Source: an optimization exercise on an open RTL-to-GDS flow (aim: small area, a short achievable clock period and few clock cycles per item). Production flows keep margins and buffers that such runs may drop. Only simulation tests tie the RTL to the original design; equivalence was not proved. Power figures rest on the tool's default switching activity, not on a simulated workload.

## north
==> flow/design.v <==
`timescale 1ns/10ps
module IOTDF( clk, rst, in_en, iot_in, fn_sel, busy, valid, iot_out);
    input          clk;
    input          rst;
    input          in_en;
    input  [7:0]   iot_in;
    input  [2:0]   fn_sel;
    output         busy;
    output         valid;
    output [127:0] iot_out;
    reg  [3:0]   cnt;       
    reg  [7:0]   d0;        
    reg  [7:0]   d1;        
    reg  [11:0]  s;         
    reg          first;     
    reg          g_sel;     
    reg          f_sel;     
    reg          last;      
    reg          o_valid;
    reg  [127:0] o_data;
    assign busy    = 1'b0;
    assign valid   = o_valid;
    assign iot_out = o_data;
    wire start = (cnt == 4'd0);
    wire [5:0] fs = d0[7:2] ^ d0[5:0] ^ s[7:2];
    wire [5:0] fc = (d0[7:2] & d0[5:0]) | (d0[7:2] & s[7:2]) | (d0[5:0] & s[7:2]);
    wire [1:0] hs = d0[7:6] ^ s[9:8];
    wire [1:0] hc = d0[7:6] & s[9:8];
    wire [11:0] tp = {s[11:10], hs, fs, d0[1:0]};
    wire [11:0] tq = {1'b0, hc, fc, 1'b0, s[1:0]};
    wire [11:0] t   = tp + tq;
    wire [7:0]  fir = t[11:4];
    wire [4:0] us = d0[7:3] ^ d0[4:0] ^ d1[6:2];
    wire [4:0] uc = (d0[7:3] & d0[4:0]) | (d0[7:3] & d1[6:2]) | (d0[4:0] & d1[6:2]);
    wire       hus = d0[5] ^ d1[7];
    wire       huc = d0[5] & d1[7];
    wire [11:0] up = {1'b0, d0[7:6], hus, us, d0[2:0]};
    wire [11:0] uq = {2'b00, huc, uc, 1'b1, d1[1:0], 1'b0};
    wire [11:0] s_nxt = up + uq;
    wire        p = o_data[0] & ~first;
    reg  [7:0]  gray;
    integer i;
    always @(*) begin
        gray[7] = p ^ d0[7];
        for (i = 6; i >= 0; i = i - 1) gray[i] = gray[i+1] ^ d0[i];
    end
    wire [7:0] res = ({8{g_sel}} & gray) | ({8{f_sel}} & fir);
    always @(posedge clk) begin
        d0    <= iot_in;
        d1    <= start ? 8'd0 : d0;
        s     <= start ? 12'd8 : s_nxt;
        first <= start;
        g_sel <= (fn_sel == 3'b001);
        f_sel <= (fn_sel == 3'b010);
        o_data <= {o_data[119:0], res};
        if (rst) begin
            cnt     <= 4'd0;
            last    <= 1'b0;
            o_valid <= 1'b0;
        end else begin
            if (in_en) cnt <= cnt + 4'd1;
            last    <= in_en & (cnt == 4'd15);
            o_valid <= last;
        end
    end
endmodule
clock: 5.5 ns
lec_check: 0
abc_clock_period_in_ps: 2000
cap_margin: 20
core_margin: 2
core_utilization: 40
setup_slack_margin: 3.5
slew_margin: 20
standard.sh (not shown) runs the stock make flow with config.mk's settings and CLKGATE_MAP_FILE= SYNTH_SCRIPT=/design/flow/synth_recipe.tcl, a recipe that flattens the netlist after the stock synthesis.
==> flow/flow/run.sh <==
#!/bin/bash
# Standard ORFS layout, except that the port buffers the standard flow's flow inserts
# (one per input and output port) are the smallest buffer, buf_1.
set -euo pipefail
bash standard.sh BUFFER_PORTS_ARGS="-buffer_cell sky130_fd_sc_hd__buf_1" finish > standard.log 2>&1
The final layout from north, which completed every stage, passed the timing, design-rule and antenna checks at the end of the flow.
Testbench counts of north, summed over its fixed seeds: cycles 38,424, blocks 2,400.
### north -> south
==> flow/flow/run.sh <==
#!/bin/bash
# The standard ORFS layout with two changes:
#  - synthesis maps all logic with ABC under a delay target (map -D) instead of
#    extracting full/half adder cells first (ADDER_MAP_FILE empty); sizing and
#    buffering are left to OpenROAD's repair steps;
#  - the port buffers are the smallest buffer, buf_1.
# Everything else (synthesis script, floorplan, placement, CTS, routing) is the
# standard flow. Each step's output goes to a log file in this folder.
set -euo pipefail
D=${ABC_D:-1400}
rm -rf scripts_synth
cp -r "$FLOW_HOME/scripts" scripts_synth
cat > scripts_synth/abc_speed.script <<EOS
strash
dch
map -D $D
topo
EOS
bash standard.sh SCRIPTS_DIR="$PWD/scripts_synth" ADDER_MAP_FILE= synth > synth.log 2>&1
bash standard.sh BUFFER_PORTS_ARGS="-buffer_cell sky130_fd_sc_hd__buf_1" CTS_ARGS="-sink_clustering_enable -repair_clock_nets -dont_use_dummy_load -sink_clustering_size 40 -sink_clustering_max_diameter 80" finish > layout.log 2>&1
-- flow/config.mk --
<<< north, line 10
export CORE_MARGIN = 2
export CORE_UTILIZATION = 40
export SETUP_SLACK_MARGIN = 3.5
export SLEW_MARGIN = 20
>>> south, line 10
export CORE_MARGIN = 2
export CORE_UTILIZATION = 40
export SETUP_SLACK_MARGIN = 3.3
export SLEW_MARGIN = 20
### Flow results
Post-CTS setup buffer count: south vs north down 5
Higher final-layout worst hold slack was reported by north, not south.
Looking only at synthesis-to-finish area growth, and setting everything else aside, the lower value of north and south goes to south.
Relative to north, cell area decreased by about 10% in south.
Comparing north and south, HPWL after detailed placement is higher on south.
Portion of the clock cycle consumed by the worst path in the final layout is higher on north
The delay of the slowest critical-path stage of south is lower than that of north.
Diff south..north | iteration count of the initial detailed-routing pass | negligible
south supports a higher top clock frequency than north.
#### Input delta (east over south)
-- flow/flow/run.sh --
<<< south, line 18
EOS
bash standard.sh SCRIPTS_DIR="$PWD/scripts_synth" ADDER_MAP_FILE= synth > synth.log 2>&1
bash standard.sh BUFFER_PORTS_ARGS="-buffer_cell sky130_fd_sc_hd__buf_1" CTS_ARGS="-sink_clustering_enable -repair_clock_nets -dont_use_dummy_load -sink_clustering_size 40 -sink_clustering_max_diameter 80" finish > layout.log 2>&1
>>> east, line 18
EOS
bash standard.sh SCRIPTS_DIR="$PWD/scripts_synth" ADDER_MAP_FILE= synth > synth.log 2>&1
bash standard.sh BUFFER_PORTS_ARGS="-buffer_cell sky130_fd_sc_hd__buf_1" CTS_ARGS="-sink_clustering_enable -repair_clock_nets -dont_use_dummy_load -sink_clustering_size 40 -sink_clustering_max_diameter 80 -root_buf sky130_fd_sc_hd__clkbuf_16 -buf_list sky130_fd_sc_hd__clkbuf_8" finish > layout.log 2>&1
==> comparison <==
east: full flow OK, the timing, design-rule and antenna checks passed. Of east and south, the run reporting the lower data required time of the worst path was east. south → east: post-route fraction of the period consumed by the critical path higher, xor/xnor share of the synthesized area roughly the same. Total length of routed met2 wires (lower): east.
#### Input delta (west over east)
==> flow/flow/run.sh <==
#!/bin/bash
# The standard ORFS layout with three changes:
#  - synthesis maps all logic with ABC under a delay target (map -D) instead of
#    extracting full/half adder cells first (ADDER_MAP_FILE empty); sizing and
#    buffering are left to OpenROAD's repair steps;
#  - the port buffers are the smallest buffer, buf_1;
#  - CTS uses clkbuf_4/clkbuf_8 for the tree under a clkbuf_16 root and
#    inserts no dummy loads.
# Everything else (synthesis script, floorplan, placement, routing) is the
# standard flow. Each step's output goes to a log file in this folder.
set -euo pipefail
D=${ABC_D:-1400}
rm -rf scripts_synth
cp -r "$FLOW_HOME/scripts" scripts_synth
cat > scripts_synth/abc_speed.script <<EOS
strash
dch
map -D $D
topo
EOS
bash standard.sh SCRIPTS_DIR="$PWD/scripts_synth" ADDER_MAP_FILE= synth > synth.log 2>&1
bash standard.sh BUFFER_PORTS_ARGS="-buffer_cell sky130_fd_sc_hd__buf_1" CTS_ARGS="-sink_clustering_enable -repair_clock_nets -dont_use_dummy_load -sink_clustering_size 40 -sink_clustering_max_diameter 80 -root_buf sky130_fd_sc_hd__clkbuf_16 -buf_list {sky130_fd_sc_hd__clkbuf_4 sky130_fd_sc_hd__clkbuf_8}" finish > layout.log 2>&1
-- flow/config.mk --
<<< east, line 8
export ABC_CLOCK_PERIOD_IN_PS = 2000
export CAP_MARGIN = 20
export CORE_MARGIN = 2
export CORE_UTILIZATION = 40
export SETUP_SLACK_MARGIN = 3.3
export SLEW_MARGIN = 20
>>> west, line 8
export ABC_CLOCK_PERIOD_IN_PS = 2000
export CAP_MARGIN = 20
export CORE_AREA = 2.3 2.72 103.86 103.66
export DIE_AREA = 0 0 106.26 106.26
export SETUP_SLACK_MARGIN = 3.45
export SLEW_MARGIN = 20
Total length of routed wires: west worse than east. Taking east as the reference, in west global-route wire length before repair shows an increase of 0.87%, depth of the worst register-to-register path fell by 2, sequential share of layout area shows a reduction of 1.5 points, maximum number of pins on one net before global-route repair was more or less identical, post-layout minimum cycle time went down 33 ps. Power: west higher than east. Run comparison: east launching instance or port of the critical path d0[1]; west launching instance or port of the critical path d0[4]. west completed every stage of the flow, and the final layout passed the timing, design-rule and antenna checks. Area: west vs east -> west larger.
What middle does differently from west at the input level:
==> flow/flow/run.sh <==
#!/bin/bash
# The standard ORFS layout with two changes:
#  - synthesis maps all logic with ABC under a delay target (map -D) instead of
#    extracting full/half adder cells first (ADDER_MAP_FILE empty); sizing and
#    buffering are left to OpenROAD's repair steps;
#  - the port buffers are the smallest buffer, buf_1.
# Everything else (synthesis script, floorplan, placement, CTS, routing) is the
# standard flow. Each step's output goes to a log file in this folder.
set -euo pipefail
D=${ABC_D:-1400}
rm -rf scripts_synth
cp -r "$FLOW_HOME/scripts" scripts_synth
cat > scripts_synth/abc_speed.script <<EOS
strash
dch
map -D $D
topo
EOS
bash standard.sh SCRIPTS_DIR="$PWD/scripts_synth" ADDER_MAP_FILE= synth > synth.log 2>&1
bash standard.sh BUFFER_PORTS_ARGS="-buffer_cell sky130_fd_sc_hd__buf_1" CTS_ARGS="-sink_clustering_enable -repair_clock_nets -dont_use_dummy_load -sink_clustering_size 40 -sink_clustering_max_diameter 80 -root_buf sky130_fd_sc_hd__clkbuf_16 -buf_list {sky130_fd_sc_hd__clkbuf_4 sky130_fd_sc_hd__clkbuf_8}" finish > layout.log 2>&1
-- flow/config.mk --
<<< west, line 8
export ABC_CLOCK_PERIOD_IN_PS = 2000
export CAP_MARGIN = 20
export CORE_AREA = 2.3 2.72 103.86 103.66
export DIE_AREA = 0 0 106.26 106.26
export SETUP_SLACK_MARGIN = 3.45
export SLEW_MARGIN = 20
>>> middle, line 8
export ABC_CLOCK_PERIOD_IN_PS = 2000
export CAP_MARGIN = 20
export CORE_AREA = 2.3 2.72 109.02 108.8
export DIE_AREA = 0 0 111.405 111.405
export SETUP_SLACK_MARGIN = 3.5
export SLEW_MARGIN = 20
--- outcome ---
[compare] base=west new=middle: first-pass GRT wire length went up, overall fraction of global-route tracks in use fell 1.5 points, post-route cell area +3.3%, combinational share of power increased 0.8 points, met1 capacity usage during global routing saw a decrease.
In the flow results for west and middle, the total power density per cell area is larger on west.
west → middle: critical path depth in cells shrank by 2; delay of the slowest critical-path stage rose by 20 ps; total internal power shows an increase of 22 uW.

afterwards: timing with drivers on the ports:
Ports are ideal in the flow. The routed layouts listed here were re-timed in OpenROAD.
Step 1: set_driving_cell puts a clkbuf_16 on clk and a buf_2 on each other input, an assumption about the parent block.
Step 2 moves the port delays by t, midway between the first and last clock arrival at a register: inputs arrive t later, outputs are due t later. That takes back most of the time a late clock gives input paths.
a / b / c = ideal / step 1 / step 2; a / b = the first two.
| run | t, ns | setup slack, ns | clock arrival spread, ns |
|---|---|---|---|
| north | 0.443 | 3.041 / 3.041 / 3.041 | 0.009 / 0.010 |
| south | 0.441 | 3.355 / 3.355 / 3.355 | 0.021 / 0.022 |
| east | 0.396 | 3.322 / 3.322 / 3.322 | 0.032 / 0.032 |
| west | 0.397 | 3.354 / 3.354 / 3.354 | 0.020 / 0.019 |
| middle | 0.396 | 3.459 / 3.459 / 3.459 | 0.026 / 0.026 |
After both steps every run listed still meets setup and hold.
